Background: an optimization exercise with open tools, aiming at small area. Do not read the settings as production practice.
Where RTL was checked, it was by simulation tests only, not by an equivalence proof against the original.
Only the layout flow was run in runs 1 and 2; the RTL was not checked for function there.
No driver is modelled on the clock port, so clocking that relies on it looks cheaper here than on a real chip.
No activity file was given, so power comes from the tool's default toggle rates.

==> design.v <==
`timescale 1ns/1ps
module synchro(
  input                clk,
  input                resetn,
  input  [width-1 : 0] data_in,
  output [width-1 : 0] data_out
);
  parameter width = 1;
  reg [width-1 : 0] reg_a_s;
  reg [width-1 : 0] reg_b_s;
  always @(posedge clk or negedge resetn) begin
    if (~resetn) begin
      reg_a_s <= 0;
      reg_b_s <= 0;
    end else begin
      reg_a_s <= data_in;
      reg_b_s <= reg_a_s;
    end
  end
  assign data_out = reg_b_s;
endmodule  
`timescale 1ns/1ps
module debouncer(
  input        clk,
  input        res_n,
  input        ena,       
  input  [4:0] tgt,       
  input        tgt_ok,    
  input        data_in,   
  output       data_out   
);
  reg [12:0] lo;
  reg [4:0]  hi;
  reg        fil;
  wire d     = data_in ^ fil;
  wire hold  = ~ena;
  wire adv   = ena & d;                             
  wire lz    = ~|lo[11:0];
  wire wrap  = lo[12] & lz;                         
  wire lfb   = lo[12] ^ lo[3] ^ lo[2] ^ lo[0] ^ lz;
  wire hz    = ~|hi[3:0];
  wire hfb   = hi[4] ^ hi[2] ^ hz;
  wire hadv  = adv & wrap;
  wire hhold = hold | (adv & ~wrap);
  wire match = tgt_ok & (hi == tgt);
  wire [12:0] lo_n = ({13{hold}} & lo) | ({13{adv}} & {lo[11:0], lfb});
  wire [4:0]  hi_n = ({5{hhold}} & hi) | ({5{hadv}} & {hi[3:0], hfb});
  always @(posedge clk or negedge res_n) begin
    if (~res_n) begin
      lo  <= 13'h0;
      hi  <= 5'h0;
      fil <= 1'b0;
    end else begin
      lo  <= lo_n;
      hi  <= hi_n;
      fil <= fil ^ (adv & match);
    end
  end
  assign data_out = ena ? fil : data_in;
endmodule  
`timescale 1ns/1ps
module int_ctrl(
  input        clk,
  input        res_n,
  input  [7:0] switch,          
  input  [4:0] button,          
  output [7:0] int_switch_sts,  
  input  [7:0] int_switch_ena,  
  input  [7:0] int_switch_clr,  
  output [4:0] int_button_sts,  
  input  [4:0] int_button_ena,  
  input  [4:0] int_button_clr,  
  input  [4:0] button_posedge,  
  input  [4:0] button_negedge,  
  input        invoke_int,      
  output       interrupt
);
  reg [7:0] sw_sts;
  reg [4:0] bt_sts;
  reg       irq;
  reg [7:0] sw_prev;
  reg [4:0] bt_prev;
  wire [7:0] sw_chg = switch ^ sw_prev;
  wire [4:0] bt_chg = button ^ bt_prev;
  wire [4:0] bt_hit = bt_chg & ((button & button_posedge) | (~button & button_negedge));
  wire [7:0] sw_nxt = int_switch_ena & ({8{invoke_int}} | sw_chg | (sw_sts & ~int_switch_clr));
  wire [4:0] bt_nxt = int_button_ena & ({5{invoke_int}} | bt_hit | (bt_sts & (bt_chg | ~int_button_clr)));
  always @(posedge clk or negedge res_n) begin
    if (~res_n) begin
      sw_sts <= 8'h00;
      bt_sts <= 5'h00;
      irq    <= 1'b0;
    end else begin
      sw_sts <= sw_nxt;
      bt_sts <= bt_nxt;
      irq    <= |{sw_sts, bt_sts};
    end
  end
  always @(posedge clk) begin
    sw_prev <= switch;
    bt_prev <= button;
  end
  assign interrupt      = irq;
  assign int_switch_sts = sw_sts;
  assign int_button_sts = bt_sts;
endmodule  
`timescale 1ns/1ps
module axi_lite(
  input         ACLK,
  input         ARESETn,
  input         AWVALID,
  output        AWREADY,
  input  [31:0] AWADDR,
  input  [2 :0] AWPROT,
  input         WVALID,
  output        WREADY,
  input  [31:0] WDATA,
  input  [3 :0] WSTRB,
  output        BVALID,
  input         BREADY,
  output [1 :0] BRESP,
  input         ARVALID,
  output        ARREADY,
  input  [31:0] ARADDR,
  input  [2 :0] ARPROT,
  output        RVALID,
  input         RREADY,
  output [31:0] RDATA,
  output [1 :0] RRESP,
  output [7:0] led,
  input  [7:0] switch,
  input  [4:0] button,
  input  [7:0] int_switch_sts,
  output [7:0] int_switch_ena,
  output [7:0] int_switch_clr,
  input  [4:0] int_button_sts,
  output [4:0] int_button_ena,
  output [4:0] int_button_clr,
  output [4:0] button_posedge,
  output [4:0] button_negedge,
  output [7:0] deb_switch_ena,
  output [4:0] deb_button_ena,
  output [4:0] deb_time,
  output       invoke_int_test
);
  localparam [31:0] ID = 32'h7e8155aa;
  reg ar, rv, aw, bv;
  reg [7:0] led_s;
  reg [7:0] sw_ena;
  reg [4:0] bt_ena;
  reg [4:0] bt_pos;
  reg [4:0] bt_neg;
  reg [7:0] deb_sw_ena;
  reg [4:0] deb_bt_ena;
  reg [4:0] deb_t;
  reg [12:0] rdat;
  reg        rid;    
  reg        rdec;   
  reg        bdec;   
  reg [7:0]  sw_clr;
  reg [4:0]  bt_clr;
  reg        inv;
  wire [3:0] wa = AWADDR[5:2];
  wire [3:0] ra = ARADDR[5:2];
  wire s0 = WSTRB[0];
  wire s1 = WSTRB[1];
  wire w0 = s0 & WDATA[0];
  always @(posedge ACLK or negedge ARESETn) begin
    if (~ARESETn) begin
      ar         <= 1'b0;
      rv         <= 1'b0;
      aw         <= 1'b0;
      bv         <= 1'b0;
      led_s      <= 8'h00;
      sw_ena     <= 8'h00;
      bt_ena     <= 5'h00;
      bt_pos     <= 5'h00;
      bt_neg     <= 5'h00;
      deb_sw_ena <= 8'hff;
      deb_bt_ena <= 5'h1f;
      deb_t      <= 5'h00;
    end else begin
      ar <= (~ar & ~rv) | (ar & ~ARVALID);
      rv <= (ar & ARVALID) | (rv & ~RREADY);
      aw <= ~aw & ~bv & AWVALID & WVALID;
      bv <= aw | (bv & ~BREADY);
      if (aw) begin
        case (wa)
          4'd0: if (s0) led_s <= WDATA[7:0];
          4'd3: begin
            if (s0) sw_ena <= sw_ena | WDATA[7:0];
            if (s1) bt_ena <= bt_ena | WDATA[12:8];
          end
          4'd4: begin
            if (s0) sw_ena <= sw_ena & ~WDATA[7:0];
            if (s1) bt_ena <= bt_ena & ~WDATA[12:8];
          end
          4'd5: begin
            if (s0) bt_pos <= WDATA[4:0];
            if (s1) bt_neg <= WDATA[12:8];
          end
          4'd6: if (w0) begin
            sw_ena <= 8'hff;
            bt_ena <= 5'h1f;
            bt_pos <= 5'h1f;
            bt_neg <= 5'h1f;
          end
          4'd7: if (w0) begin
            sw_ena <= 8'h00;
            bt_ena <= 5'h00;
          end
          4'd8: begin
            if (s0) deb_sw_ena <= WDATA[7:0];
            if (s1) deb_bt_ena <= WDATA[12:8];
          end
          4'd9: if (s0) deb_t <= WDATA[4:0];
          default: ;
        endcase
      end
    end
  end
  reg [12:0] rmux;
  always @(*) begin
    case (ra)
      4'd0:    rmux = {5'h00, led_s};
      4'd1:    rmux = {button, switch};
      4'd2:    rmux = {int_button_sts, int_switch_sts};
      4'd3:    rmux = {bt_ena, sw_ena};
      4'd4:    rmux = {bt_ena, sw_ena};
      4'd5:    rmux = {bt_neg, 3'b000, bt_pos};
      4'd8:    rmux = {deb_bt_ena, deb_sw_ena};
      4'd9:    rmux = {8'h00, deb_t};
      4'd10:   rmux = ID[12:0];
      default: rmux = 13'h0000;
    endcase
  end
  always @(posedge ACLK) begin
    sw_clr <= {8{aw & (wa == 4'd2) & s0}} & WDATA[7:0];
    bt_clr <= {5{aw & (wa == 4'd2) & s1}} & WDATA[12:8];
    inv    <= aw & (wa == 4'd11) & w0;
    bdec   <= (aw & wa[3] & wa[2]) | (bv & bdec);
    rid    <= (ar & (ra == 4'd10)) | (rv & rid);
    rdec   <= (ar & ra[3] & ra[2]) | (rv & rdec);
    rdat   <= ({13{ar}} & rmux) | ({13{rv}} & rdat);
  end
  assign ARREADY = ar;
  assign RVALID  = rv;
  assign RDATA   = {ID[31:13] & {19{rid}}, rdat};
  assign RRESP   = {rdec, rdec};
  assign AWREADY = aw;
  assign WREADY  = aw;
  assign BVALID  = bv;
  assign BRESP   = {bdec, bdec};
  assign led             = led_s;
  assign int_switch_ena  = sw_ena;
  assign int_button_ena  = bt_ena;
  assign int_switch_clr  = sw_clr;
  assign int_button_clr  = bt_clr;
  assign button_posedge  = bt_pos;
  assign button_negedge  = bt_neg;
  assign deb_switch_ena  = deb_sw_ena;
  assign deb_button_ena  = deb_bt_ena;
  assign deb_time        = deb_t;
  assign invoke_int_test = inv;
endmodule  
 `timescale 1ns/1ps
module axi_gpio_top(  
  input ACLK,
  input ARESETn,
  input        AWVALID,
  output       AWREADY,
  input [31:0] AWADDR,
  input [2 :0] AWPROT,
  input        WVALID,
  output       WREADY,
  input [31:0] WDATA,
  input [3 :0] WSTRB,  
  output       BVALID,
  input        BREADY,
  output[1 :0] BRESP,
  input        ARVALID,
  output       ARREADY,
  input [31:0] ARADDR,
  input [2 :0] ARPROT,
  output       RVALID,
  input        RREADY,
  output[31:0] RDATA,
  output[1 :0] RRESP,
  output [7:0] led,      
  input  [7:0] switch,   
  input  [4:0] button,    
  output interrupt
);
  wire [7:0] int_switch_sts;
  wire [7:0] int_switch_ena;
  wire [7:0] int_switch_clr;
  wire [4:0] int_button_sts;
  wire [4:0] int_button_ena;
  wire [4:0] int_button_clr;
  wire [4:0] button_posedge;
  wire [4:0] button_negedge;
  wire [7:0] deb_switch_ena;
  wire [4:0] deb_button_ena;
  wire [7:0] switch_synch;
  wire [4:0] button_synch;
  wire [7:0] switch_deb;
  wire [4:0] button_deb;  
  wire [4:0] deb_time;
  wire       invoke_int;
  reg [4:0] deb_tgt;
  always @(*) begin
    case (deb_time)
      5'd0: deb_tgt = 5'd1;
      5'd1: deb_tgt = 5'd2;
      5'd2: deb_tgt = 5'd4;
      5'd3: deb_tgt = 5'd9;
      5'd4: deb_tgt = 5'd18;
      5'd5: deb_tgt = 5'd5;
      5'd6: deb_tgt = 5'd11;
      5'd7: deb_tgt = 5'd22;
      5'd8: deb_tgt = 5'd12;
      5'd9: deb_tgt = 5'd25;
      5'd10: deb_tgt = 5'd19;
      5'd11: deb_tgt = 5'd7;
      5'd12: deb_tgt = 5'd15;
      5'd13: deb_tgt = 5'd31;
      5'd14: deb_tgt = 5'd30;
      5'd15: deb_tgt = 5'd28;
      5'd16: deb_tgt = 5'd24;
      5'd17: deb_tgt = 5'd17;
      5'd18: deb_tgt = 5'd3;
      5'd19: deb_tgt = 5'd6;
      5'd20: deb_tgt = 5'd13;
      5'd21: deb_tgt = 5'd27;
      5'd22: deb_tgt = 5'd23;
      5'd23: deb_tgt = 5'd14;
      5'd24: deb_tgt = 5'd29;
      5'd25: deb_tgt = 5'd26;
      5'd26: deb_tgt = 5'd21;
      5'd27: deb_tgt = 5'd10;
      5'd28: deb_tgt = 5'd20;
      5'd29: deb_tgt = 5'd8;
      5'd30: deb_tgt = 5'd16;
      default: deb_tgt = 5'd0;
    endcase
  end
  wire       deb_tgt_ok = ~&deb_time;
  synchro#(8) 
  synchro_switch(  
    .clk     (ACLK),
    .resetn  (ARESETn),
    .data_in (switch),
    .data_out(switch_synch)
  );
  synchro#(5) 
  synchro_button(  
    .clk     (ACLK),
    .resetn  (ARESETn),
    .data_in (button),
    .data_out(button_synch)
  ); 
 genvar i;
 generate
    for (i=0; i<=7; i=i+1) begin : switch_debouncers 
    debouncer i_debouncer(  
     .clk(ACLK), 
     .res_n(ARESETn),
     .ena(deb_switch_ena[i]),
     .tgt(deb_tgt),
     .tgt_ok(deb_tgt_ok),
     .data_in(switch_synch[i]), 
     .data_out(switch_deb[i])      
 );
 end 
 endgenerate
 genvar j;
 generate
    for (j=0; j<=4; j=j+1) begin : buttton_debouncers
    debouncer j_debouncer(  
     .clk(ACLK), 
     .res_n(ARESETn),
     .ena(deb_button_ena[j]),
     .tgt(deb_tgt),
     .tgt_ok(deb_tgt_ok),
     .data_in(button_synch[j]), 
     .data_out(button_deb[j])      
 );
 end 
 endgenerate
 int_ctrl i_int_ctrl(  
   .clk(ACLK),
   .res_n(ARESETn),
   .switch(switch_deb),          
   .button(button_deb),          
   .int_switch_sts(int_switch_sts),
   .int_switch_ena(int_switch_ena), 
   .int_switch_clr(int_switch_clr),
   .int_button_sts(int_button_sts),
   .int_button_ena(int_button_ena),
   .int_button_clr(int_button_clr),
   .button_posedge(button_posedge),
   .button_negedge(button_negedge), 
   .invoke_int(invoke_int),
   .interrupt(interrupt)
);
 axi_lite i_axi_lite(  
   .ACLK(ACLK),
   .ARESETn(ARESETn),
   .AWVALID(AWVALID),
   .AWREADY(AWREADY),
   .AWADDR(AWADDR),
   .AWPROT(AWPROT),
   .WVALID(WVALID),
   .WREADY(WREADY),
   .WDATA(WDATA),
   .WSTRB(WSTRB),  
   .BVALID(BVALID),
   .BREADY(BREADY),
   .BRESP(BRESP),
   .ARVALID(ARVALID),
   .ARREADY(ARREADY),
   .ARADDR(ARADDR),
   .ARPROT(ARPROT),
   .RVALID(RVALID),
   .RREADY(RREADY),
   .RDATA(RDATA),
   .RRESP(RRESP),
   .led(led),            
   .switch(switch_deb),         
   .button(button_deb),         
   .int_switch_sts(int_switch_sts), 
   .int_switch_ena(int_switch_ena), 
   .int_switch_clr(int_switch_clr), 
   .int_button_sts(int_button_sts), 
   .int_button_ena(int_button_ena),
   .int_button_clr(int_button_clr),
   .button_posedge(button_posedge),
   .button_negedge(button_negedge), 
   .deb_switch_ena(deb_switch_ena),
   .deb_button_ena(deb_button_ena),
   .deb_time(deb_time),
   .invoke_int_test(invoke_int)
);  
endmodule  
==> flow/run.sh <==
#!/bin/bash
# Own layout flow: the standard flow (standard.sh) with two changes:
#  - synthesis maps the logic with an area-oriented ABC script (abc_area.script
#    here) instead of ORFS's; everything else in the synthesis is unchanged,
#    so the registers are the standard synthesis's;
#  - port buffering uses sky130_fd_sc_hd__buf_1 cells.
# Each tool's full output stays in orfs/logs/; make's output goes to make.log.
set -euo pipefail
W=$(pwd)
cat > "$W/own_synth.tcl" <<EOT
proc abc {args} {
  set i [lsearch -exact \$args -script]
  if {\$i >= 0} { lset args [expr {\$i + 1}] {$W/flow/abc_area.script} }
  yosys abc {*}\$args
}
source {$W/synth_recipe.tcl}
EOT
sed -e "s#SYNTH_SCRIPT=[^ ']*#SYNTH_SCRIPT=$W/own_synth.tcl#" \
    -e "s#CLKGATE_MAP_FILE= #CLKGATE_MAP_FILE= 'BUFFER_PORTS_ARGS=-buffer_cell sky130_fd_sc_hd__buf_1' #" \
    standard.sh > own_standard.sh
grep -q own_synth.tcl own_standard.sh
grep -q BUFFER_PORTS_ARGS own_standard.sh
bash own_standard.sh > make.log 2>&1
==> flow/abc_area.script <==
strash
dch
amap
topo
==> standard.sh <==
#!/bin/bash
# synth_recipe.tcl (not shown) runs the flow's synth.tcl, then flattens the netlist and writes it again
# the make line also repeats each setting of config.mk as NAME=value (left out here)
make -C /OpenROAD-flow-scripts/flow DESIGN_CONFIG=/design/flow/config.mk WORK_HOME=/design/flow/orfs CLKGATE_MAP_FILE= SYNTH_SCRIPT=/design/flow/synth_recipe.tcl "${@:-finish}"
==> config.mk <==
export PLATFORM = sky130hd
export DESIGN_NAME = axi_gpio_top
export DESIGN_NICKNAME = axi_gpio_top
export VERILOG_FILES = /design/flow/design.v
export SDC_FILE = /design/flow/constraint.sdc
export NUM_CORES = 4
export LEC_CHECK = 0
export ABC_AREA = 1
export CAP_MARGIN = 20
export CORE_MARGIN = 2
export CORE_UTILIZATION = 65
export CTS_CLUSTER_DIAMETER = 60
export CTS_CLUSTER_SIZE = 20
export SLEW_MARGIN = 20
==> constraint.sdc <==
create_clock -name core_clock -period 10.0 [get_ports {ACLK}]
set_input_delay 2.0000 -clock core_clock [delete_from_list [all_inputs] [get_ports {ACLK}]]
set_output_delay 2.0000 -clock core_clock [all_outputs]
set_load 0.01 [all_outputs]
==> impl_metrics.json, run 1 <==
{
  "grt_pass1_wl_um": 64700,
  "cts_max_path_buffers": 3,
  "cts_hold_buf": 0,
  "dpl.hpwl_um": 26700,
  "die-area_um2": 26500,
  "crit_slowest_cell": "nor2_1",
  "cp-start-kind": "input pin",
  "ios": 176,
  "cts.clk_slew.worst_paths_ps": 80,
  "cts_resized": 0,
  "dr.pass1.iters": 5,
  "die_height_um": 163,
  "setup-tns-final_ps": 0,
  "fmax_ghz": 0.221,
  "grt_max_degree": 80,
  "finalCriticalPeriod_ps": 4530,
  "drive_above_1_share": 0.0591,
  "multi_input_area_um2": 5590,
  "period_share": 0.453,
  "path_depth": 11,
  "place_congestion": 0.918,
  "cpMostUsedCell": "nor2_1",
  "grt_pass1_vias": 12842,
  "regArea_um2": 9390,
  "grt.total_usage": 0.305,
  "worstMarginPinSlew_ps": 969,
  "skew_ps": 21.1,
  "finalHoldViolations": 0,
  "final_nets": 1969,
  "min_delay_path_depth": 0,
  "die_x_um": 163,
  "clkLatencyLatePin_ps": 520,
  "cap_violations": 0,
  "cpLargestDelayFamily": "simple AND/OR/NAND/NOR gates",
  "path_buf_inv": 3,
  "synth_edf_count": 0,
  "slew_viol_final": 0,
  "wire_per_inst_um": 18.3,
  "via_per_inst": 6.15,
  "port_buffers": 82,
  "antennaDiodeCount": 0,
  "critPathArrivalTime_ps": 4980,
  "critPathMaxStageDelay_ps": 730,
  "syn_to_final_growth_pct": 12.9,
  "vdd_drop_max_uv": 213,
  "slew_headroom": 0.352,
  "fillers": 1853,
  "critPathMaxFanout": 12,
  "hp-start": "synchro_button.reg_a_s[2]$_DFF_PN0_",
  "synthFlopType": "dfrtp_1",
  "ys_async_sr_fraction": 0.888,
  "syn_area_um2": 16400,
  "vias": 13468,
  "status": "finished clean",
  "numCtsBuffers": 34,
  "r2r_start": "i_axi_lite.deb_t[0]$_DFFE_PN0P_",
  "core-area_um2": 25000,
  "utilization": 0.740,
  "p_per_area_nw_per_um2": 258,
  "crit_path_start": "AWADDR[2]",
  "r2r_cells": 10,
  "remaining_drc_errors": 0,
  "path_cells": "buf_1, clkinv_1, nand2_1, nor2_1, nor2_1, clkinv_1, nor2_1, nor2_1, o21ai_1, a211oi_1, o22ai_1",
  "root_buffer": "clkbuf_16",
  "critical_path_class": "in2reg",
  "worstPathRequired_ps": 10440,
  "crit_path_end_kind": "flop",
  "p_leak_nw": 7.51,
  "post-cts-setup-buffers": 0,
  "synth_cells": 1705,
  "hold_path.class": "reg2reg",
  "ys.warnings.count": 6,
  "ys_ff_latch": 383,
  "start_util": 0.656,
  "ys_types": 42,
  "htree_levels": 2,
  "tritoncts": "built",
  "yosysSeqAreaShare": 0.573,
  "rows": 58,
  "antenna_found_initial": 0,
  "avgSynthCellArea_um2": 9.60,
  "clkSinkCount": 383,
  "drt-initial-drc-count": 1195,
  "grt-ovfl-total": 0,
  "setup_viol": 0,
  "rsz0062_at_grt": "false",
  "postRouteAntennaNets": 0,
  "wirelength_um": 40000
}
## per-layer routing
metal,global-route usage,part of all wire
met3,0.0446,0.060
met2,0.516,0.49
met4,0.0921,0.024
met5,0,0
met1,0.412,0.43
## registers in the layout, summed over array words and instances (netlist names), 8 cells and up
signal / flops
i_int_ctrl.sw_sts: 8
i_axi_lite.deb_sw_ena: 8
switch_debouncers.i_debouncer.lo: 104
synchro_switch.reg_a_s: 8
switch_debouncers.i_debouncer.hi: 40
i_axi_lite.sw_ena: 8
buttton_debouncers.j_debouncer.hi: 25
buttton_debouncers.j_debouncer.lo: 65
synchro_switch.reg_b_s: 8
i_axi_lite.sw_clr: 8
i_axi_lite.rdat: 13
i_int_ctrl.sw_prev: 8
switch_debouncers.i_debouncer.fil: 8
i_axi_lite.led_s: 8
## synth_stat cells (12+ instances only)
| library cell | number | share of area |
|---|---|---|
| nor4_1 | 44 | 0.017 |
| a21oi_1 | 47 | 0.014 |
| o21ai_0 | 70 | 0.021 |
| o221ai_1 | 12 | 0.0064 |
| nor3_1 | 27 | 0.0083 |
| clkinv_1 | 352 | 0.081 |
| buf_4 | 24 | 0.011 |
| nand3_1 | 13 | 0.0040 |
| o211a_1 | 12 | 0.0073 |
| a2111oi_0 | 12 | 0.0064 |
| nor2_1 | 137 | 0.031 |
| a31oi_1 | 22 | 0.0084 |
| o22ai_1 | 363 | 0.14 |
| o32ai_1 | 15 | 0.0080 |
| dfxtp_1 | 43 | 0.053 |
| nand2_1 | 78 | 0.018 |
| dfstp_2 | 13 | 0.021 |
| nand2b_1 | 12 | 0.0046 |
| dfrtp_1 | 327 | 0.50 |
| nor2b_1 | 13 | 0.0050 |
## area by class of cell
type / count / area share
well taps: 330 / 0.0223
inverters: 352 / 0.0715
clock inverters: 25 / 0.0195
repair buffers: 109 / 0.0289
clock buffers: 36 / 0.0476
flip-flops and latches: 383 / 0.508
multi-input cells: 955 / 0.302
## cells in the final DEF (no fill, tap or decap), types with 6 or more instances in the layout
master     instances
a2111oi_0         12
a211oi_1           7
a21oi_1           47
a31oi_1           22
buf_1             81
buf_4             26
clkbuf_16         35
clkinv_1         352
conb_1            10
dfrtp_1          327
dfstp_2           13
dfxtp_1           43
ha_1               8
inv_8              6
nand2_1           78
nand2b_1          12
nand3_1           13
nand4_1           11
nor2_1           137
nor2b_1           13
nor3_1            26
nor4_1            43
o211a_1           12
o21ai_0           69
o221ai_1           9
o22ai_1          363
o32ai_1           12
or4_1              8
## where the power goes
part | internal, mW | switching [mW]
clock | 0.783 | 0.650
sequential | 1.81 | 0.229
combinational | 0.481 | 0.821
total | 3.08 | 1.70
## kinds of logic (layout without fill, tap and decap cells)
logic type,after synthesis,count (layout),synth area share
compound gates,589,589,0.231
flops,383,383,0.573
buf+inv,376,522,0.0917
simple gates,347,347,0.0973
fa+ha+maj,8,8,0.00611
other cells,1,10,0.000229
xor+xnor,1,1,0.000535
## worst register-to-register path: cells and delay by family, from the launching register on
kind,cells,cell delay [ps]
simple gates,1,530
xor+xnor,1,130
buf+inv,2,680
flops,1,520
compound gates,5,1300
fa+ha+maj,1,400
## metrics by stage
stage	setup WS, ps	power [mW]	hold WS [ps]	cell area (µm²)	cells
floorplan	5740	2.91	331	16400	1714
global placement	5020	3.29	334	17200	2127
detailed placement	4980	3.34	336	17200	2128
CTS	5520	4.77	354	18400	2189
global route	5230	5.03	363	18500	2190
finish	5470	4.78	353	18500	2190
## path summary, 6_finish.rpt
kind	end	slack, ps
max in group asynchronous	switch_debouncers[5].i_debouncer.hi[2]$_DFF_PN0_	7040
min in group asynchronous	switch_debouncers[0].i_debouncer.lo[7]$_DFF_PN0_	1540
setup reg to reg	switch_debouncers[2].i_debouncer.fil$_DFF_PN0_	6290
setup / recovery	i_axi_lite.bt_ena[1]$_DFFE_PN0P_	5470
hold reg to reg	synchro_button.reg_b_s[2]$_DFF_PN0_	350
hold / removal	synchro_button.reg_b_s[2]$_DFF_PN0_	350
==> run 2: changes to the inputs <==
==> flow/run.sh (replaced) <==
#!/bin/bash
# Own layout flow: the standard flow (standard.sh), with these changes:
#  - synthesis maps the logic with an area-oriented ABC script (abc_area.script
#    here) instead of ORFS's; everything else in the synthesis is unchanged,
#    so the registers are the standard synthesis's;
#  - port buffering uses sky130_fd_sc_hd__buf_1 cells;
#  - CTS without dummy loads;
#  - after CTS, cells off the critical paths are sized down (post_cts.tcl).
# Each tool's full output stays in orfs/logs/; make's output goes to make.log.
set -euo pipefail
W=$(pwd)
cat > "$W/own_synth.tcl" <<EOT
proc abc {args} {
  set i [lsearch -exact \$args -script]
  if {\$i >= 0} { lset args [expr {\$i + 1}] {$W/flow/abc_area.script} }
  yosys abc {*}\$args
}
source {$W/synth_recipe.tcl}
EOT
EXTRA="'BUFFER_PORTS_ARGS=-buffer_cell sky130_fd_sc_hd__buf_1'"
EXTRA+=" 'CTS_ARGS=-sink_clustering_enable -repair_clock_nets -sink_clustering_size 30 -sink_clustering_max_diameter 100 -dont_use_dummy_load'"
EXTRA+=" 'POST_CTS_TCL=$W/flow/post_cts.tcl'"
sed -e "s#SYNTH_SCRIPT=[^ ']*#SYNTH_SCRIPT=$W/own_synth.tcl#" \
    -e "s#CLKGATE_MAP_FILE= #CLKGATE_MAP_FILE= $EXTRA #" \
    standard.sh > own_standard.sh
grep -q own_synth.tcl own_standard.sh
grep -q POST_CTS_TCL own_standard.sh
bash own_standard.sh > make.log 2>&1
==> flow/post_cts.tcl (new file) <==
# size down cells on paths with slack to spare, then re-legalise
log_cmd repair_timing -recover_power 100 -setup_margin 0 -hold_margin 0 -verbose
detailed_placement
check_placement -verbose
--- a/config.mk
+++ b/config.mk
@@ -9,6 +9,6 @@
 export CAP_MARGIN = 20
 export CORE_MARGIN = 2
-export CORE_UTILIZATION = 65
-export CTS_CLUSTER_DIAMETER = 60
-export CTS_CLUSTER_SIZE = 20
+export CORE_UTILIZATION = 40
+export CTS_CLUSTER_DIAMETER = 100
+export CTS_CLUSTER_SIZE = 30
 export SLEW_MARGIN = 20
==> run 2 against run 1 <==
Power decreased by 14%; register-to-register slack worse by 970 ps; highest routed layer is now met5; non-clock buffer count increased by 2; utilization shrank 30 points; critical endpoint is now i_axi_lite.sw_ena[5]$_DFFE_PN0P_; still clean.
==> impl_metrics.json, run 2 <==
{
  "setup-tns-final_ps": 0,
  "min_delay_path_depth": 0,
  "cts.clk_slew.worst_paths_ps": 110,
  "skew_ps": 67.3,
  "syn_area_um2": 16400,
  "synth_area_leaders": "dfrtp_1 50%, o22ai_1 14%, clkinv_1 8.1%",
  "ios": 176,
  "die_height_um": 206,
  "rows": 74,
  "remaining_drc_errors": 0,
  "die_x_um": 206,
  "use_met2": 0.294,
  "cap_violations": 0,
  "tritoncts": "built",
  "p_leak_nw": 7.09,
  "grt_pass1_vias": 12411,
  "ys_ff_latch": 383,
  "final_common_cell": "o22ai_1",
  "grt.total_usage": 0.195,
  "setup_slack_ps": 4790,
  "die-area_um2": 42600,
  "syn_to_final_growth_pct": 9.49,
  "place_congestion": 0.885,
  "synthDominantCellAreaShare": 0.500,
  "synth_most_common_cell": "o22ai_1",
  "critPathArrivalTime_ps": 5600,
  "fmax_ghz": 0.192,
  "crit_path_end_kind": "flop",
  "use_met3": 0.0326,
  "ys.warnings.count": 6,
  "grt-ovfl-total": 0,
  "synth.top_cells.by_count": "363 x o22ai_1, 352 x clkinv_1, 327 x dfrtp_1",
  "utilization": 0.441,
  "wire_per_inst_um": 17.4,
  "dr.pass1.iters": 7,
  "drt-initial-drc-count": 1020,
  "r2r_slack_ps": 5320,
  "slew_headroom": 0.295,
  "antenna_found_initial": 4,
  "post-place-ws_ps": 4780,
  "clkLatencyLatePin_ps": 550,
  "grt_pass1_wl_um": 65800,
  "critical_path_class": "in2reg",
  "r2r_start": "i_axi_lite.deb_t[0]$_DFFE_PN0P_",
  "regMostFlops": "switch_debouncers.i_debouncer.lo",
  "yosysSeqAreaShare": 0.573,
  "yosysTopAreaCell": "dfrtp_1",
  "drive_above_1_share": 0.0220,
  "largest_register_ffs": 104,
  "r2r_cells": 11,
  "wirelength_um": 40900,
  "vias": 13159,
  "top_usage_layer": "met2",
  "p_per_area_nw_per_um2": 229,
  "regToRegEndpoint": "buttton_debouncers[0].j_debouncer.fil$_DFF_PN0_",
  "cp-start-kind": "input pin",
  "slew_viol_final": 0,
  "critPathMaxFanout": 13,
  "finalHoldViolations": 0,
  "power_mw": 4.11,
  "worstMarginPinSlew_ps": 1060,
  "core-area_um2": 40600,
  "crit_path_start": "AWADDR[2]",
  "final_cell_mix": "363 x o22ai_1, 352 x clkinv_1, 327 x dfrtp_1, 137 x nor2_1, 79 x buf_1",
  "fillers": 3928,
  "port_buffers": 82,
  "crit_end": "i_axi_lite.sw_ena[5]$_DFFE_PN0P_",
  "reg_top3": "switch_debouncers.i_debouncer.lo: 104 flops, buttton_debouncers.j_debouncer.lo: 65 flops, switch_debouncers.i_debouncer.hi: 40 flops",
  "grt_max_degree": 177,
  "ys_async_sr_fraction": 0.888,
  "dpl.hpwl_um": 28300,
  "synth_edf_count": 0,
  "synthFlopType": "dfrtp_1",
  "final_nets": 1954,
  "grt_use_met1": 0.284,
  "ys_types": 42,
  "status": "finished clean",
  "finalCriticalPeriod_ps": 5210,
  "start_util": 0.403,
  "synth_cells": 1705,
  "vdd_drop_max_uv": 142,
  "hold_path.class": "reg2reg",
  "setup_viol": 0,
  "avgSynthCellArea_um2": 9.60,
  "via_per_inst": 5.60,
  "rsz0062_at_grt": "false",
  "period_share": 0.521,
  "postRouteAntennaNets": 0,
  "clkSinkCount": 383,
  "worstPathRequired_ps": 10390
}
[run 2: worst min-delay path by stage]
| stage | startpoint | to | slack (ps) |
|---|---|---|---|
| finish | synchro_button.reg_a_s[0]$_DFF_PN0_ | synchro_button.reg_b_s[0]$_DFF_PN0_ | 300 |
| global route | synchro_button.reg_a_s[0]$_DFF_PN0_ | synchro_button.reg_b_s[0]$_DFF_PN0_ | 320 |
| detailed placement | synchro_button.reg_a_s[4]$_DFF_PN0_ | synchro_button.reg_b_s[4]$_DFF_PN0_ | 330 |
| global placement | synchro_button.reg_a_s[1]$_DFF_PN0_ | synchro_button.reg_b_s[1]$_DFF_PN0_ | 340 |
| floorplan | synchro_button.reg_a_s[0]$_DFF_PN0_ | synchro_button.reg_b_s[0]$_DFF_PN0_ | 330 |
[run 2: worst max-delay path: stages]
cell and delay [ps]:
buf_1 180, clkinv_1 190, nand2_1 320, nor2_1 300
nor2_1 660, clkinv_1 500, nor2_1 190, nor2_1 60
o21ai_0 170, clkbuf_1 490, clkinv_1 310, o32a_1 220
[run 2: report_power, final]
group / internal [mW] / switching, mW
registers: 1.81 / 0.214
clock network: 0.308 / 0.465
logic: 0.471 / 0.848
[run 2: logic make-up after synthesis]
| family | count (synthesis) | share of synthesized area |
|---|---|---|
| AO/OA/AOI/OAI | 589 | 0.231 |
| XOR/XNOR | 1 | 0.000535 |
| adder cells (fa/ha/maj) | 8 | 0.00611 |
| buffers and inverters | 376 | 0.0917 |
| flip-flops | 383 | 0.573 |
| other | 1 | 0.000229 |
| AND/OR/NAND/NOR | 347 | 0.0973 |
[run 2: area by class of cell]
class / count / area, µm² / share of cell area
tap: 532 / 666 / 0.0371
multi-input combinational: 955 / 5590 / 0.312
timing repair buffer: 111 / 543 / 0.0303
inverter: 352 / 1320 / 0.0737
sequential: 383 / 9390 / 0.523
clock buffer: 17 / 425 / 0.0237
antenna: 1 / 2.50 / 0.000140
[run 2: metal layers]
metal	part of all wire	wire length, µm
met5	0.00073	30
met4	0.028	1150
met3	0.058	2360
met2	0.44	17900
met1	0.48	19500
[run 2: metrics by stage]
stage	hold slack (ps)	instance area, µm²	cells
floorplan	331	16400	1714
detailed placement	335	17500	2330
global placement	336	17500	2329
finish	305	17900	2351
global route	321	17900	2351
==> run 3: changes to the inputs <==
--- a/design.v
+++ b/design.v
@@ -24,5 +24,5 @@
   input        clk,
   input        res_n,
-  input        ena,       
+  input        dis,       
   input  [4:0] tgt,       
   input        tgt_ok,    
@@ -34,6 +34,6 @@
   reg        fil;
   wire d     = data_in ^ fil;
-  wire hold  = ~ena;
-  wire adv   = ena & d;                             
+  wire hold  = dis;
+  wire adv   = ~dis & d;                            
   wire lz    = ~|lo[11:0];
   wire wrap  = lo[12] & lz;                         
@@ -57,5 +57,5 @@
     end
   end
-  assign data_out = ena ? fil : data_in;
+  assign data_out = dis ? data_in : fil;
 endmodule  
 `timescale 1ns/1ps
@@ -139,6 +139,6 @@
   output [4:0] button_posedge,
   output [4:0] button_negedge,
-  output [7:0] deb_switch_ena,
-  output [4:0] deb_button_ena,
+  output [7:0] deb_switch_dis,  
+  output [4:0] deb_button_dis,
   output [4:0] deb_time,
   output       invoke_int_test
@@ -151,6 +151,6 @@
   reg [4:0] bt_pos;
   reg [4:0] bt_neg;
-  reg [7:0] deb_sw_ena;
-  reg [4:0] deb_bt_ena;
+  reg [7:0] deb_sw_dis;   
+  reg [4:0] deb_bt_dis;
   reg [4:0] deb_t;
   reg [12:0] rdat;
@@ -177,6 +177,6 @@
       bt_pos     <= 5'h00;
       bt_neg     <= 5'h00;
-      deb_sw_ena <= 8'hff;
-      deb_bt_ena <= 5'h1f;
+      deb_sw_dis <= 8'h00;
+      deb_bt_dis <= 5'h00;
       deb_t      <= 5'h00;
     end else begin
@@ -211,6 +211,6 @@
           end
           4'd8: begin
-            if (s0) deb_sw_ena <= WDATA[7:0];
-            if (s1) deb_bt_ena <= WDATA[12:8];
+            if (s0) deb_sw_dis <= ~WDATA[7:0];
+            if (s1) deb_bt_dis <= ~WDATA[12:8];
           end
           4'd9: if (s0) deb_t <= WDATA[4:0];
@@ -229,5 +229,5 @@
       4'd4:    rmux = {bt_ena, sw_ena};
       4'd5:    rmux = {bt_neg, 3'b000, bt_pos};
-      4'd8:    rmux = {deb_bt_ena, deb_sw_ena};
+      4'd8:    rmux = ~{deb_bt_dis, deb_sw_dis};
       4'd9:    rmux = {8'h00, deb_t};
       4'd10:   rmux = ID[12:0];
@@ -259,6 +259,6 @@
   assign button_posedge  = bt_pos;
   assign button_negedge  = bt_neg;
-  assign deb_switch_ena  = deb_sw_ena;
-  assign deb_button_ena  = deb_bt_ena;
+  assign deb_switch_dis  = deb_sw_dis;
+  assign deb_button_dis  = deb_bt_dis;
   assign deb_time        = deb_t;
   assign invoke_int_test = inv;
@@ -300,6 +300,6 @@
   wire [4:0] button_posedge;
   wire [4:0] button_negedge;
-  wire [7:0] deb_switch_ena;
-  wire [4:0] deb_button_ena;
+  wire [7:0] deb_switch_dis;
+  wire [4:0] deb_button_dis;
   wire [7:0] switch_synch;
   wire [4:0] button_synch;
@@ -366,5 +366,5 @@
      .clk(ACLK), 
      .res_n(ARESETn),
-     .ena(deb_switch_ena[i]),
+     .dis(deb_switch_dis[i]),
      .tgt(deb_tgt),
      .tgt_ok(deb_tgt_ok),
@@ -380,5 +380,5 @@
      .clk(ACLK), 
      .res_n(ARESETn),
-     .ena(deb_button_ena[j]),
+     .dis(deb_button_dis[j]),
      .tgt(deb_tgt),
      .tgt_ok(deb_tgt_ok),
@@ -437,6 +437,6 @@
    .button_posedge(button_posedge),
    .button_negedge(button_negedge), 
-   .deb_switch_ena(deb_switch_ena),
-   .deb_button_ena(deb_button_ena),
+   .deb_switch_dis(deb_switch_dis),
+   .deb_button_dis(deb_button_dis),
    .deb_time(deb_time),
    .invoke_int_test(invoke_int)
==> flow/abc_area.script (replaced) <==
strash
dch
amap
strash
dch
amap
strash
dch
amap
topo
==> run 3 against run 2 <==
Sequential share of layout area up 0.059 points; register-to-register slack improved by 40 ps; largest power group unchanged; cell area shrank 0.29%; still clean; critical path type is now reg2reg.
==> impl_metrics.json, run 3 <==
{
  "synth_area_leaders": "dfrtp_1 52%, o22ai_1 14%, clkinv_1 8.1%",
  "wirelength_um": 41800,
  "drive_above_1_share": 0.0269,
  "vias": 13190,
  "synth_most_common_cell": "o22ai_1",
  "r2r_cells": 14,
  "p_leak_nw": 7.11,
  "worstMarginPinSlew_ps": 1080,
  "r2r_slack_ps": 5360,
  "largest_register_ffs": 104,
  "setup_viol": 0,
  "post_dp_cell_area_um2": 17400,
  "synth.top_cells.by_count": "354 x o22ai_1, 353 x clkinv_1, 340 x dfrtp_1",
  "whs_ps": 334,
  "crit_slowest_cell": "a32oi_1",
  "grt_pass1_wl_um": 66500,
  "yosysTopAreaCell": "dfrtp_1",
  "ys_async_sr_fraction": 0.888,
  "clkLatencyLatePin_ps": 550,
  "grt.total_usage": 0.198,
  "r2r_start": "i_axi_lite.deb_t[0]$_DFFE_PN0P_",
  "via_per_inst": 5.62,
  "skew_ps": 62.2,
  "die_x_um": 206,
  "fmax_ghz": 0.216,
  "worstPathRequired_ps": 10490,
  "avgSynthCellArea_um2": 9.56,
  "yosysSeqAreaShare": 0.575,
  "critical_path_class": "reg2reg",
  "final_area_um2": 17900,
  "rows": 73,
  "ys_ff_latch": 383,
  "synthDominantCellAreaShare": 0.522,
  "grt_pass1_vias": 12309,
  "port_buffers": 82,
  "grt_max_degree": 179,
  "critPathArrivalTime_ps": 5130,
  "regMostFlops": "switch_debouncers.i_debouncer.lo",
  "vdd_drop_max_uv": 105,
  "cap_violations": 0,
  "remaining_drc_errors": 0,
  "final_cell_mix": "354 x o22ai_1, 353 x clkinv_1, 340 x dfrtp_1, 157 x nor2_1, 79 x buf_1",
  "synth_cells": 1705,
  "final_common_cell": "o22ai_1",
  "place_congestion": 0.888,
  "start_util": 0.407,
  "reg_top3": "switch_debouncers.i_debouncer.lo: 104 flops, buttton_debouncers.j_debouncer.lo: 65 flops, switch_debouncers.i_debouncer.hi: 40 flops",
  "grt-ovfl-total": 0,
  "synthFlopType": "dfrtp_1",
  "fillers": 3902,
  "core-area_um2": 40000,
  "ios": 176,
  "drt-initial-drc-count": 894,
  "syn_area_um2": 16300,
  "dr.pass1.iters": 5,
  "critPathMaxFanout": 12,
  "regToRegEndpoint": "switch_debouncers[1].i_debouncer.fil$_DFF_PN0_",
  "utilization": 0.447,
  "setup-tns-final_ps": 0,
  "status": "finished clean",
  "critPathMaxStageDelay_ps": 800,
  "syn_to_final_growth_pct": 9.70,
  "crit_path_start": "i_axi_lite.deb_t[0]$_DFFE_PN0P_",
  "hold_path.class": "reg2reg",
  "slew_viol_final": 0,
  "final_nets": 1955,
  "path_cells": "clkinv_1, ha_1, a21oi_1, o21ai_0, a32oi_1, buf_4, clkinv_1, o22ai_1, o221ai_1, a221oi_1, o221ai_1, nor4_1, nor2_1, a21oi_1",
  "wire_per_inst_um": 17.8,
  "power_mw": 3.84,
  "period_share": 0.464,
  "antenna_found_initial": 4,
  "finalHoldViolations": 0,
  "rsz0062_at_grt": "false",
  "tritoncts": "built",
  "cp-start-kind": "flop",
  "die_height_um": 206,
  "postRouteAntennaNets": 0,
  "slew_headroom": 0.275,
  "ys_types": 38,
  "dpl.hpwl_um": 28900,
  "p_per_area_nw_per_um2": 215,
  "die-area_um2": 42400,
  "crit_path_end_kind": "flop",
  "clkSinkCount": 383,
  "ys.warnings.count": 6,
  "crit_end": "switch_debouncers[1].i_debouncer.fil$_DFF_PN0_",
  "cts.clk_slew.worst_paths_ps": 120,
  "finalCriticalPeriod_ps": 4640,
  "synth_edf_count": 0
}
run 3: report_power, final:
| part | switching [mW] | internal (mW) |
|---|---|---|
| Combinational | 0.740 | 0.384 |
| Sequential | 0.171 | 1.77 |
| Clock | 0.470 | 0.308 |
| Total | 1.38 | 2.46 |
run 3: worst min-delay path by stage:
| stage | start | end | depth (start not counted) |
|---|---|---|---|
| after floorplan | synchro_button.reg_a_s[0]$_DFF_PN0_ | synchro_button.reg_b_s[0]$_DFF_PN0_ | 0 |
| after global routing | synchro_switch.reg_a_s[2]$_DFF_PN0_ | synchro_switch.reg_b_s[2]$_DFF_PN0_ | 0 |
| final | synchro_switch.reg_a_s[2]$_DFF_PN0_ | synchro_switch.reg_b_s[2]$_DFF_PN0_ | 0 |
| after detailed placement | synchro_button.reg_a_s[3]$_DFF_PN0_ | synchro_button.reg_b_s[3]$_DFF_PN0_ | 0 |
| after global placement | synchro_button.reg_a_s[3]$_DFF_PN0_ | synchro_button.reg_b_s[3]$_DFF_PN0_ | 0 |
run 3: metrics by stage:
step                cells  setup WS (ps)
floorplan            1714           5890
global placement     2324           5530
detailed placement   2324           5460
global route         2345           5080
finish               2345           5360
run 3: kinds of logic after synthesis:
group,Yosys count,share of synthesized area
AO/OA/AOI/OAI,581,0.226
flip-flops,383,0.575
adder cells (fa/ha/maj),8,0.00614
AND/OR/NAND/NOR,355,0.100
buffers and inverters,377,0.0924
other,1,0.000230
run 3: worst max-delay path: cells and delay by family (launching register included):
family                     cells  cell delay [ps]
AOI/OAI and AO/OA              8             2060
buffers and inverters          3             1270
DFF                            1              490
and+or+nand+nor                2              420
adders and majority gates      1              310
run 3: final cells by class:
class	count	area (µm²)	area share
Inverter	353	1330	0.0741
Multi-Input combinational cell	954	5530	0.309
Tap cell	525	657	0.0367
Antenna cell	1	2.50	0.000140
Timing Repair Buffer	112	571	0.0319
Clock buffer	17	425	0.0238
Sequential cell	383	9370	0.524
run 3: layer usage:
layer	track usage	up-vias	wire length, µm
met5	0	-	24
met4	0.0661	4	1270
met3	0.0334	88	2690
met2	0.308	367	19100
met1	0.280	6332	18700
li1	-	6399	-
==> run 4: changes to the inputs <==
==> flow/abc_area.script (replaced) <==
strash
dch
amap
strash
&get -n
&dch
&nf -a -R 1000
&put
==> run 4 against run 3 <==
Still clean; via count down 12%; clock skew down 6.2 ps; combinational power down 9%; wire length down 7.7%; global-route usage down 1.1 points; register-to-register slack better by 810 ps; sequential power up 5%; synthesized area down 0.68%; synthesized cell count down 20%; power down 0.13%; maximum frequency up 21%; critical path type unchanged; largest power group unchanged.
==> impl_metrics.json, run 4 <==
{
  "status": "finished clean",
  "place_congestion": 0.842,
  "rows": 73,
  "synth_edf_count": 0,
  "synthFlopType": "dfrtp_1",
  "dr.pass1.iters": 5,
  "p_per_area_nw_per_um2": 218,
  "slew_headroom": 0.294,
  "drive_above_1_share": 0.0273,
  "postRouteAntennaNets": 0,
  "synth_compound_area_frac": 0.220,
  "critical_path_class": "reg2reg",
  "final_nets": 1600,
  "worstPathRequired_ps": 10400,
  "setup_viol": 0,
  "antenna_found_initial": 4,
  "hold_path.class": "reg2reg",
  "die_height_um": 205,
  "core-area_um2": 39800,
  "cpMostUsedCell": "a31oi_1",
  "synthDominantCellAreaShare": 0.526,
  "syn_to_final_growth_pct": 8.86,
  "r2r_start": "i_axi_lite.deb_t[1]$_DFFE_PN0P_",
  "crit_path_start": "i_axi_lite.deb_t[1]$_DFFE_PN0P_",
  "synth-xor-area-share": 0.0633,
  "ys_types": 48,
  "ys.warnings.count": 6,
  "critPathArrivalTime_ps": 4230,
  "synth_most_common_cell": "dfrtp_1",
  "critPathMaxStageDelay_ps": 610,
  "synth_area_leaders": "dfrtp_1 53%, a22o_1 13%, dfxtp_1 5.3%",
  "ios": 176,
  "wire_per_inst_um": 19.4,
  "dpl.hpwl_um": 25200,
  "whs_ps": 361,
  "wirelength_um": 38600,
  "final_common_cell": "dfrtp_1",
  "port_buffers": 82,
  "power_mw": 3.84,
  "ys_ff_latch": 383,
  "setup-tns-final_ps": 0,
  "yosysTopAreaCell": "dfrtp_1",
  "synth_top_family_by_area": "compound AO/OA/AOI/OAI gates",
  "p_leak_nw": 7.59,
  "cp-start-kind": "flop",
  "synth.top_cells.by_count": "340 x dfrtp_1, 234 x a22o_1, 85 x xnor2_1",
  "largest_register_ffs": 104,
  "finalHoldViolations": 0,
  "slew_viol_final": 0,
  "tritoncts": "built",
  "utilization": 0.442,
  "die-area_um2": 42100,
  "clkLatencyLatePin_ps": 540,
  "synth-simple-area-share": 0.0957,
  "regMostFlops": "switch_debouncers.i_debouncer.lo",
  "cap_violations": 0,
  "cpLargestDelayFamily": "compound AO/OA/AOI/OAI gates",
  "grt_pass1_vias": 11229,
  "ys_async_sr_fraction": 0.888,
  "yosysSeqAreaShare": 0.579,
  "vias": 11566,
  "start_util": 0.406,
  "reg_top3": "switch_debouncers.i_debouncer.lo: 104 flops, buttton_debouncers.j_debouncer.lo: 65 flops, switch_debouncers.i_debouncer.hi: 40 flops",
  "rsz0062_at_grt": "false",
  "path_cells": "clkinv_1, ha_1, o21a_1, a31oi_1, nor2_1, a31oi_1, clkbuf_2, xnor2_1, o2111ai_1, a2111oi_0, xor2_1",
  "remaining_drc_errors": 0,
  "critPathMaxFanout": 12,
  "synthMuxAreaShare": 0.0163,
  "syn_area_um2": 16200,
  "drt-initial-drc-count": 805,
  "final_cell_mix": "340 x dfrtp_1, 234 x a22o_1, 85 x xnor2_1, 82 x nor2_1, 76 x buf_1",
  "fmax_ghz": 0.261,
  "grt_pass1_wl_um": 62300,
  "via_per_inst": 5.81,
  "crit_slowest_cell": "clkbuf_2",
  "path_buf_inv": 2,
  "period_share": 0.383,
  "crit_path_end_kind": "flop",
  "synth_fa_ha_area_frac": 0.00618,
  "die_x_um": 205,
  "grt_max_degree": 153,
  "skew_ps": 55.9,
  "synth_cells": 1367,
  "finalCriticalPeriod_ps": 3830,
  "vdd_drop_max_uv": 153,
  "grt.total_usage": 0.186,
  "avgSynthCellArea_um2": 11.8,
  "stdcell_count": 1992,
  "hp-start": "synchro_switch.reg_a_s[5]$_DFF_PN0_",
  "dpl.cell_count": 1971,
  "grt-ovfl-total": 0,
  "cts.clk_slew.worst_paths_ps": 110,
  "clkSinkCount": 383,
  "worstMarginPinSlew_ps": 1050
}
[run 4: cell types whose count changed in the layout (fill, tap and decap cells not counted), sizes merged, moves of 15 or more]
cell,delta
o22ai,-346
clkinv,-319
a22o,+233
xnor2,+85
nor2,-74
xor2,+32
nand2,+21
and2,+20
a221oi,+15
nor4,+15
[run 4: worst paths after layout]
path	end	slack [ps]	cells after the start
max in group asynchronous	buttton_debouncers[3].j_debouncer.hi[1]$_DFF_PN0_	7140	3
min	synchro_switch.reg_b_s[5]$_DFF_PN0_	360	0
min in group asynchronous	buttton_debouncers[0].j_debouncer.lo[7]$_DFF_PN0_	1320	1
max reg2reg	switch_debouncers[2].i_debouncer.fil$_DFF_PN0_	6170	11
min reg2reg	synchro_switch.reg_b_s[5]$_DFF_PN0_	360	0
max	switch_debouncers[2].i_debouncer.fil$_DFF_PN0_	6170	11
[run 4: cells by family (layout without fill, tap and decap cells)]
kind of cell    after synthesis  in the layout
buf+inv                      58            146
mux                          24             24
compound gates              458            458
simple gates                318            318
xor+xnor                    117            117
fa+ha+maj                     8              8
flops                       383            383
other cells                   1             13
[run 4: cell type report]
| class | instances | area (µm²) |
|---|---|---|
| diodes | 3 | 7.51 |
| clock buffers | 17 | 425 |
| fillers | 3752 | 22200 |
| inverters | 34 | 128 |
| multi-input cells | 935 | 6580 |
| flip-flops and latches | 383 | 9370 |
| well taps | 525 | 657 |
| repair buffers | 95 | 449 |
[run 4: power breakdown]
group,switching (mW),internal [mW],total (mW),leakage (nW)
logic,0.606,0.417,1.02,2.48
clock network,0.464,0.308,0.772,0.210
registers,0.270,1.77,2.04,4.90
[run 4: worst register-to-register path, delay by kind of cell, from the launching register on]
family	cells	cell delay (ps)
AO/OA/AOI/OAI	5	1470
XOR/XNOR	2	330
adder cells (fa/ha/maj)	1	360
buffers and inverters	2	890
flip-flops	1	590
AND/OR/NAND/NOR	1	50
[run 4: metrics by stage]
| stage | setup slack, ps | cell area, µm² |
|---|---|---|
| after floorplan | 6310 | 16200 |
| after global routing | 5900 | 17600 |
| after detailed placement | 5480 | 17200 |
| final | 6170 | 17600 |
| after global placement | 5170 | 17200 |
[run 4: metal layers]
layer / wire length [µm] / GRT usage / up-vias
li1: - / - / 5387
met4: 973 / 0.0509 / 2
met1: 18300 / 0.268 / 5875
met2: 17600 / 0.292 / 246
met3: 1750 / 0.0309 / 56
met5: 13 / 0 / -
==> run 5: changes to the inputs <==
--- a/flow/run.sh
+++ b/flow/run.sh
@@ -4,4 +4,5 @@
 #    here) instead of ORFS's; everything else in the synthesis is unchanged,
 #    so the registers are the standard synthesis's;
+#  - no half/full adder extraction before mapping;
 #  - port buffering uses sky130_fd_sc_hd__buf_1 cells;
 #  - CTS without dummy loads;
@@ -16,4 +17,6 @@
   yosys abc {*}\$args
 }
+# ORFS's half/full adder extraction only hurts the area here
+proc extract_fa {args} {}
 source {$W/synth_recipe.tcl}
 EOT
==> run 5 against run 4 <==
Combinational power about the same; register-to-register slack better by 730 ps; power up 1.3%; cell area down 0.47%; count of clock-buffer cells in the layout unchanged; synthesized area down 0.62%.
==> impl_metrics.json, run 5 <==
{
  "finalHoldViolations": 0,
  "slew_viol_final": 0,
  "cpLargestDelayFamily": "simple AND/OR/NAND/NOR gates",
  "critPathMaxStageDelay_ps": 870,
  "critical_path_class": "in2reg",
  "synth_most_common_cell": "dfrtp_1",
  "fmax_ghz": 0.247,
  "wire_per_inst_um": 18.5,
  "worstMarginPinSlew_ps": 1090,
  "grt_max_degree": 146,
  "skew_ps": 51.0,
  "min_to": "synchro_switch.reg_b_s[3]$_DFF_PN0_",
  "path_cells": "buf_1, or2_0, nor2_1, a31oi_1, o21ai_0, clkbuf_1, or2_0, o22a_1",
  "synth_area_leaders": "dfrtp_1 53%, a22o_1 13%, dfxtp_1 5.4%",
  "grt_pass1_vias": 10743,
  "rows": 73,
  "clkSinkCount": 383,
  "ys_types": 46,
  "largest_register_ffs": 104,
  "min_delay_path_depth": 0,
  "vdd_drop_max_uv": 111,
  "status": "finished clean",
  "postRouteAntennaNets": 0,
  "regMostFlops": "switch_debouncers.i_debouncer.lo",
  "final_common_cell": "dfrtp_1",
  "ios": 176,
  "seqPwrFrac": 0.532,
  "grt-ovfl-total": 0,
  "remaining_drc_errors": 0,
  "regToRegEndpoint": "buttton_debouncers[1].j_debouncer.fil$_DFF_PN0_",
  "grt_pass1_wl_um": 58800,
  "r2r_start": "i_axi_lite.deb_t[1]$_DFFE_PN0P_",
  "port_buffers": 82,
  "synth_cells": 1351,
  "worstPathRequired_ps": 10450,
  "pwr-share-comb": 0.269,
  "r2r_slack_ps": 6900,
  "rsz0062_at_grt": "false",
  "path_buf_inv": 2,
  "whs_ps": 317,
  "netSwitchingFraction": 0.349,
  "reg_top3": "switch_debouncers.i_debouncer.lo: 104 flops, buttton_debouncers.j_debouncer.lo: 65 flops, switch_debouncers.i_debouncer.hi: 40 flops",
  "vias": 11160,
  "die_height_um": 205,
  "dpl.cell_count": 1956,
  "tritoncts": "built",
  "fillers": 3727,
  "utilization": 0.441,
  "p_per_area_nw_per_um2": 221,
  "period_share": 0.404,
  "core-area_um2": 39700,
  "grt.total_usage": 0.174,
  "wirelength_um": 36600,
  "place_congestion": 0.806,
  "hold_path.class": "reg2reg",
  "syn_area_um2": 16100,
  "ys_async_sr_fraction": 0.888,
  "drt-initial-drc-count": 776,
  "power.switching_mw": 1.36,
  "crit_slowest_cell": "or2_0",
  "yosysTopAreaCell": "dfrtp_1",
  "dr.pass1.iters": 5,
  "intPower_mw": 2.53,
  "synth_edf_count": 0,
  "start_util": 0.405,
  "syn_to_final_growth_pct": 9.02,
  "synthDominantCellAreaShare": 0.529,
  "r2r_cells": 9,
  "clkPwrFrac": 0.199,
  "setup-tns-final_ps": 0,
  "finalCriticalPeriod_ps": 4040,
  "drive_above_1_share": 0.0248,
  "ys.warnings.count": 6,
  "p_leak_nw": 7.71,
  "via_per_inst": 5.64,
  "die-area_um2": 41800,
  "critPathArrivalTime_ps": 4490,
  "die_x_um": 205,
  "critPathMaxFanout": 17,
  "stdcell_count": 1977,
  "antenna_found_initial": 4,
  "setup_slack_ps": 5960,
  "cts.clk_slew.worst_paths_ps": 120,
  "setup_viol": 0,
  "cp-start-kind": "input pin",
  "crit_path_end_kind": "flop",
  "synthFlopType": "dfrtp_1",
  "synth.top_cells.by_count": "340 x dfrtp_1, 234 x a22o_1, 93 x nor2_1",
  "yosysSeqAreaShare": 0.582,
  "cpMostUsedCell": "or2_0",
  "final_cell_mix": "340 x dfrtp_1, 234 x a22o_1, 93 x nor2_1, 77 x buf_1, 70 x xnor2_1",
  "clkLatencyLatePin_ps": 550,
  "dpl.hpwl_um": 24500,
  "avgSynthCellArea_um2": 11.9,
  "hp-start": "synchro_switch.reg_a_s[3]$_DFF_PN0_",
  "final_nets": 1579,
  "cap_violations": 0,
  "slew_headroom": 0.270,
  "ys_ff_latch": 383,
  "post-place-ws_ps": 5530
}
## run 5: worst max-delay path by stage
stage,slack [ps],to,startpoint,depth (start not counted)
after floorplan,6240,i_axi_lite.sw_ena[5]$_DFFE_PN0P_,AWADDR[3],6
after global placement,5570,i_axi_lite.sw_ena[7]$_DFFE_PN0P_,AWADDR[3],8
after detailed placement,5530,i_axi_lite.sw_ena[7]$_DFFE_PN0P_,AWADDR[3],8
after global routing,5800,i_axi_lite.sw_ena[0]$_DFFE_PN0P_,AWADDR[3],8
final,5960,i_axi_lite.sw_ena[7]$_DFFE_PN0P_,AWADDR[3],8
## run 5: logic make-up (layout without fill, tap and decap cells)
group	count (synthesis)	after routing	synth area share
multiplexers	24	24	0.0159
XOR/XNOR	137	137	0.0746
buffers and inverters	52	143	0.0177
AND/OR/NAND/NOR	332	332	0.102
AO/OA/AOI/OAI	422	422	0.207
other	1	11	0.000233
flip-flops	383	383	0.582
## run 5: routing by layer
| metal | wire length [µm] | share of wire | up-vias | global-route usage |
|---|---|---|---|---|
| met5 | 34 | 0.00093 | - | 0 |
| met1 | 17300 | 0.47 | 5591 | 0.250 |
| met2 | 16800 | 0.46 | 201 | 0.274 |
| met3 | 1600 | 0.044 | 52 | 0.0283 |
| li1 | - | - | 5310 | - |
| met4 | 953 | 0.026 | 6 | 0.0471 |
## run 5: area by class of cell
cell class | instances | area, µm² | share of cell area
Antenna cell | 1 | 2.50 | 0.000143
Clock buffer | 17 | 425 | 0.0243
Inverter | 28 | 105 | 0.00599
Multi-Input combinational cell | 925 | 6520 | 0.372
Sequential cell | 383 | 9370 | 0.534
Tap cell | 525 | 657 | 0.0375
Timing Repair Buffer | 98 | 460 | 0.0263
## run 5: worst register-to-register path, cell delays in order, from the launching register on
cell and delay (ps):
dfrtp_1 540, xnor2_1 390, xor2_1 190, nor2_1 90, o31ai_4 610, buf_4 330
xor2_1 100, nor4_1 330, nand4_1 170, xnor2_1 190
## run 5: stage by stage
step / instance area (µm²) / power (mW)
6_report: 17500 / 3.88
5_1_grt: 17500 / 4.14
3_5_place_dp: 17100 / 3.13
3_3_place_gp: 17100 / 3.10
2_1_floorplan: 16100 / 2.78
## run 5: power groups by stage
stage | registers [mW] | clock network [mW] | logic (mW)
2_1_floorplan | 2.02 | 0 | 0.763
3_3_place_gp | 2.09 | 0 | 1.02
3_5_place_dp | 2.09 | 0 | 1.04
5_1_grt | 2.10 | 0.863 | 1.18
6_report | 2.06 | 0.774 | 1.05
==> run 6: changes to the inputs <==
--- a/flow/run.sh
+++ b/flow/run.sh
@@ -22,5 +22,5 @@
 EOT
 EXTRA="'BUFFER_PORTS_ARGS=-buffer_cell sky130_fd_sc_hd__buf_1'"
-EXTRA+=" 'CTS_ARGS=-sink_clustering_enable -repair_clock_nets -sink_clustering_size 30 -sink_clustering_max_diameter 100 -dont_use_dummy_load'"
+EXTRA+=" 'CTS_ARGS=-sink_clustering_enable -repair_clock_nets -buf_list sky130_fd_sc_hd__clkbuf_8 -sink_clustering_size 18 -sink_clustering_max_diameter 70 -dont_use_dummy_load'"
 EXTRA+=" 'POST_CTS_TCL=$W/flow/post_cts.tcl'"
 sed -e "s#SYNTH_SCRIPT=[^ ']*#SYNTH_SCRIPT=$W/own_synth.tcl#" \
==> run 6 against run 5 <==
Still clean; global-route usage is 0.24 points higher; sequential share of layout area is 0.18 points higher; flip-flop and latch count stayed put; via count is 0.51% higher; maximum frequency is 1.4% higher; synthesized cell count stayed put; largest power group unchanged.
==> impl_metrics.json, run 6 <==
{
  "crit_path_end_kind": "flop",
  "start_util": 0.405,
  "yosysTopAreaCell": "dfrtp_1",
  "cts.clk_slew.worst_paths_ps": 100,
  "clkLatencyLatePin_ps": 610,
  "cap_violations": 0,
  "finalHoldViolations": 0,
  "synth_most_common_cell": "dfrtp_1",
  "use_met2": 0.273,
  "final_nets": 1588,
  "grt.total_usage": 0.177,
  "setup-tns-final_ps": 0,
  "clkPwrFrac": 0.187,
  "intPower_mw": 2.46,
  "tritoncts": "built",
  "critPathMaxFanout": 17,
  "antenna_found_initial": 4,
  "die_x_um": 205,
  "final_common_cell": "dfrtp_1",
  "grt_use_met1": 0.252,
  "skew_ps": 31.1,
  "crit_slowest_cell": "or2_0",
  "r2r_start": "i_axi_lite.deb_t[2]$_DFFE_PN0P_",
  "period_share": 0.399,
  "grt-ovfl-total": 0,
  "ys_types": 46,
  "ys_async_sr_fraction": 0.888,
  "synth.top_cells.by_count": "340 x dfrtp_1, 234 x a22o_1, 93 x nor2_1",
  "clkSinkCount": 383,
  "top_usage_layer": "met2",
  "synthFlopType": "dfrtp_1",
  "slew_headroom": 0.267,
  "seqPwrFrac": 0.539,
  "pwr-share-comb": 0.273,
  "p_leak_nw": 7.70,
  "grt_pass1_vias": 10821,
  "largest_register_ffs": 104,
  "cpLargestDelayFamily": "simple AND/OR/NAND/NOR gates",
  "die-area_um2": 41800,
  "critPathMaxStageDelay_ps": 870,
  "dpl.hpwl_um": 24500,
  "power.switching_mw": 1.37,
  "hp-start": "synchro_button.reg_a_s[1]$_DFF_PN0_",
  "use_met3": 0.0352,
  "grt_pass1_wl_um": 59300,
  "stdcell_count": 1987,
  "critPathArrivalTime_ps": 4490,
  "reg_top3": "switch_debouncers.i_debouncer.lo: 104 flops, buttton_debouncers.j_debouncer.lo: 65 flops, switch_debouncers.i_debouncer.hi: 40 flops",
  "vias": 11217,
  "regToRegEndpoint": "buttton_debouncers[4].j_debouncer.fil$_DFF_PN0_",
  "yosysSeqAreaShare": 0.582,
  "status": "finished clean",
  "p_per_area_nw_per_um2": 219,
  "rows": 73,
  "ys_ff_latch": 383,
  "synth_cells": 1351,
  "final_area_um2": 17500,
  "path_cells": "buf_1, or2_0, nor2_1, a31oi_1, o21ai_0, clkbuf_1, or2_0, o22a_1",
  "via_per_inst": 5.65,
  "post-place-ws_ps": 5530,
  "regMostFlops": "switch_debouncers.i_debouncer.lo",
  "min_to": "synchro_button.reg_b_s[1]$_DFF_PN0_",
  "synth_edf_count": 0,
  "min_delay_path_depth": 0,
  "ys.warnings.count": 6,
  "cp-start-kind": "input pin",
  "postRouteAntennaNets": 0,
  "hold_path.class": "reg2reg",
  "die_height_um": 205,
  "ios": 176,
  "setup_viol": 0,
  "port_buffers": 82,
  "critical_path_class": "in2reg",
  "wire_per_inst_um": 18.6,
  "drive_above_1_share": 0.0315,
  "synthDominantCellAreaShare": 0.529,
  "r2r_slack_ps": 6910,
  "fmax_ghz": 0.251,
  "syn_to_final_growth_pct": 8.66,
  "post_dp_cell_area_um2": 17100,
  "dr.pass1.iters": 5,
  "path_buf_inv": 2,
  "place_congestion": 0.806,
  "netSwitchingFraction": 0.357,
  "synth_area_leaders": "dfrtp_1 53%, a22o_1 13%, dfxtp_1 5.4%",
  "avgSynthCellArea_um2": 11.9,
  "wirelength_um": 36900,
  "final_cell_mix": "340 x dfrtp_1, 234 x a22o_1, 93 x nor2_1, 77 x buf_1, 70 x xnor2_1",
  "setup_slack_ps": 6010,
  "grt_max_degree": 146,
  "rsz0062_at_grt": "false",
  "drt-initial-drc-count": 702,
  "finalCriticalPeriod_ps": 3990,
  "slew_viol_final": 0,
  "worstPathRequired_ps": 10500,
  "dpl.cell_count": 1956,
  "vdd_drop_max_uv": 91.7,
  "cpMostUsedCell": "or2_0",
  "core-area_um2": 39700,
  "syn_area_um2": 16100,
  "remaining_drc_errors": 0,
  "r2r_cells": 9,
  "worstMarginPinSlew_ps": 1100
}
-- run 6: cell count changes in the layout (fill, tap and decap cells not counted), sizes merged --
cell | previous run | this run
clkbuf | 26 | 35
diode | 1 | 2
-- run 6: how the worst max path moves through the flow --
stage / cells after the start / to / start
floorplan: 6 / i_axi_lite.sw_ena[5]$_DFFE_PN0P_ / AWADDR[3]
global placement: 8 / i_axi_lite.sw_ena[7]$_DFFE_PN0P_ / AWADDR[3]
global route: 8 / i_axi_lite.sw_ena[7]$_DFFE_PN0P_ / AWADDR[3]
finish: 8 / i_axi_lite.sw_ena[7]$_DFFE_PN0P_ / AWADDR[3]
detailed placement: 8 / i_axi_lite.sw_ena[7]$_DFFE_PN0P_ / AWADDR[3]
-- run 6: area by class of cell --
type	count	area, µm²
Fill cell	3733	22300
Clock buffer	27	372
Inverter	28	105
Tap cell	525	657
Multi-Input combinational cell	925	6520
Sequential cell	383	9370
Timing Repair Buffer	97	453
Antenna cell	2	5.00
-- run 6: power by group through the flow --
stage	registers [mW]	clock network, mW	logic (mW)
floorplan	2.02	0	0.763
global route	2.10	0.813	1.18
detailed placement	2.09	0	1.04
global placement	2.09	0	1.02
finish	2.06	0.718	1.05
-- run 6: metal layers --
metal  vias up  share of wire
met5         -        0.00092
met3        66          0.049
met1      5616           0.47
met4         6          0.028
li1       5322              -
met2       207           0.45
-- run 6: through the flow --
step / util / total power [mW] / hold WS (ps)
floorplan: - / 2.78 / 331
global placement: 0.430 / 3.10 / 336
detailed placement: 0.430 / 3.13 / 335
global route: 0.440 / 4.09 / 310
finish: 0.440 / 3.83 / 315
-- run 6: cell families (layout without fill, tap and decap cells) --
kind of cell,Yosys count,after routing,synth area share
AND/OR/NAND/NOR,332,332,0.102
other,1,12,0.000233
multiplexers,24,24,0.0159
AO/OA/AOI/OAI,422,422,0.207
buffers and inverters,52,152,0.0177
XOR/XNOR,137,137,0.0746
flip-flops,383,383,0.582

[static timing again, ports no longer ideal]
How much do the figures lean on ideal ports? The routed layouts below were timed once more, with nothing changed but the port constraints. Step 1 assumes that a clkbuf_16 drives the clock port and a buf_2 every other input. Step 2, shift: input delay + t, output delay - t, t = (earliest + latest rising clock arrival at the registers) / 2. This alone moves slack from input paths to output paths. Three values: ideal ports, drivers, drivers and shift; two values: the first two.
run | t, ns | slack for setup (ns) | worst hold slack (ns) | worst setup path after step 2 | worst register clock-pin slew, ns
run 1 | 0.562 | 5.466 / 5.481 / 4.918 | 0.353 / 0.353 / 0.353 | input to register | 0.08 / 0.08
run 2 | 0.573 | 4.792 / 4.821 / 4.248 | 0.305 / 0.305 / 0.305 | input to register | 0.12 / 0.12
run 3 | 0.573 | 5.361 / 5.361 / 5.224 | 0.334 / 0.334 / 0.334 | input to register | 0.12 / 0.12
run 4 | 0.567 | 6.167 / 6.167 / 5.657 | 0.361 / 0.361 / 0.361 | input to register | 0.12 / 0.12
run 5 | 0.572 | 5.959 / 5.948 / 5.376 | 0.317 / 0.317 / 0.317 | input to register | 0.12 / 0.12
run 6 | 0.647 | 6.013 / 5.993 / 5.346 | 0.315 / 0.315 / 0.315 | input to register | 0.11 / 0.11
After both steps setup and hold are still met in every run listed. For run 6, which loses most, drivers alone change the setup slack by -0.020 ns; drivers and shift together by -0.667 ns.
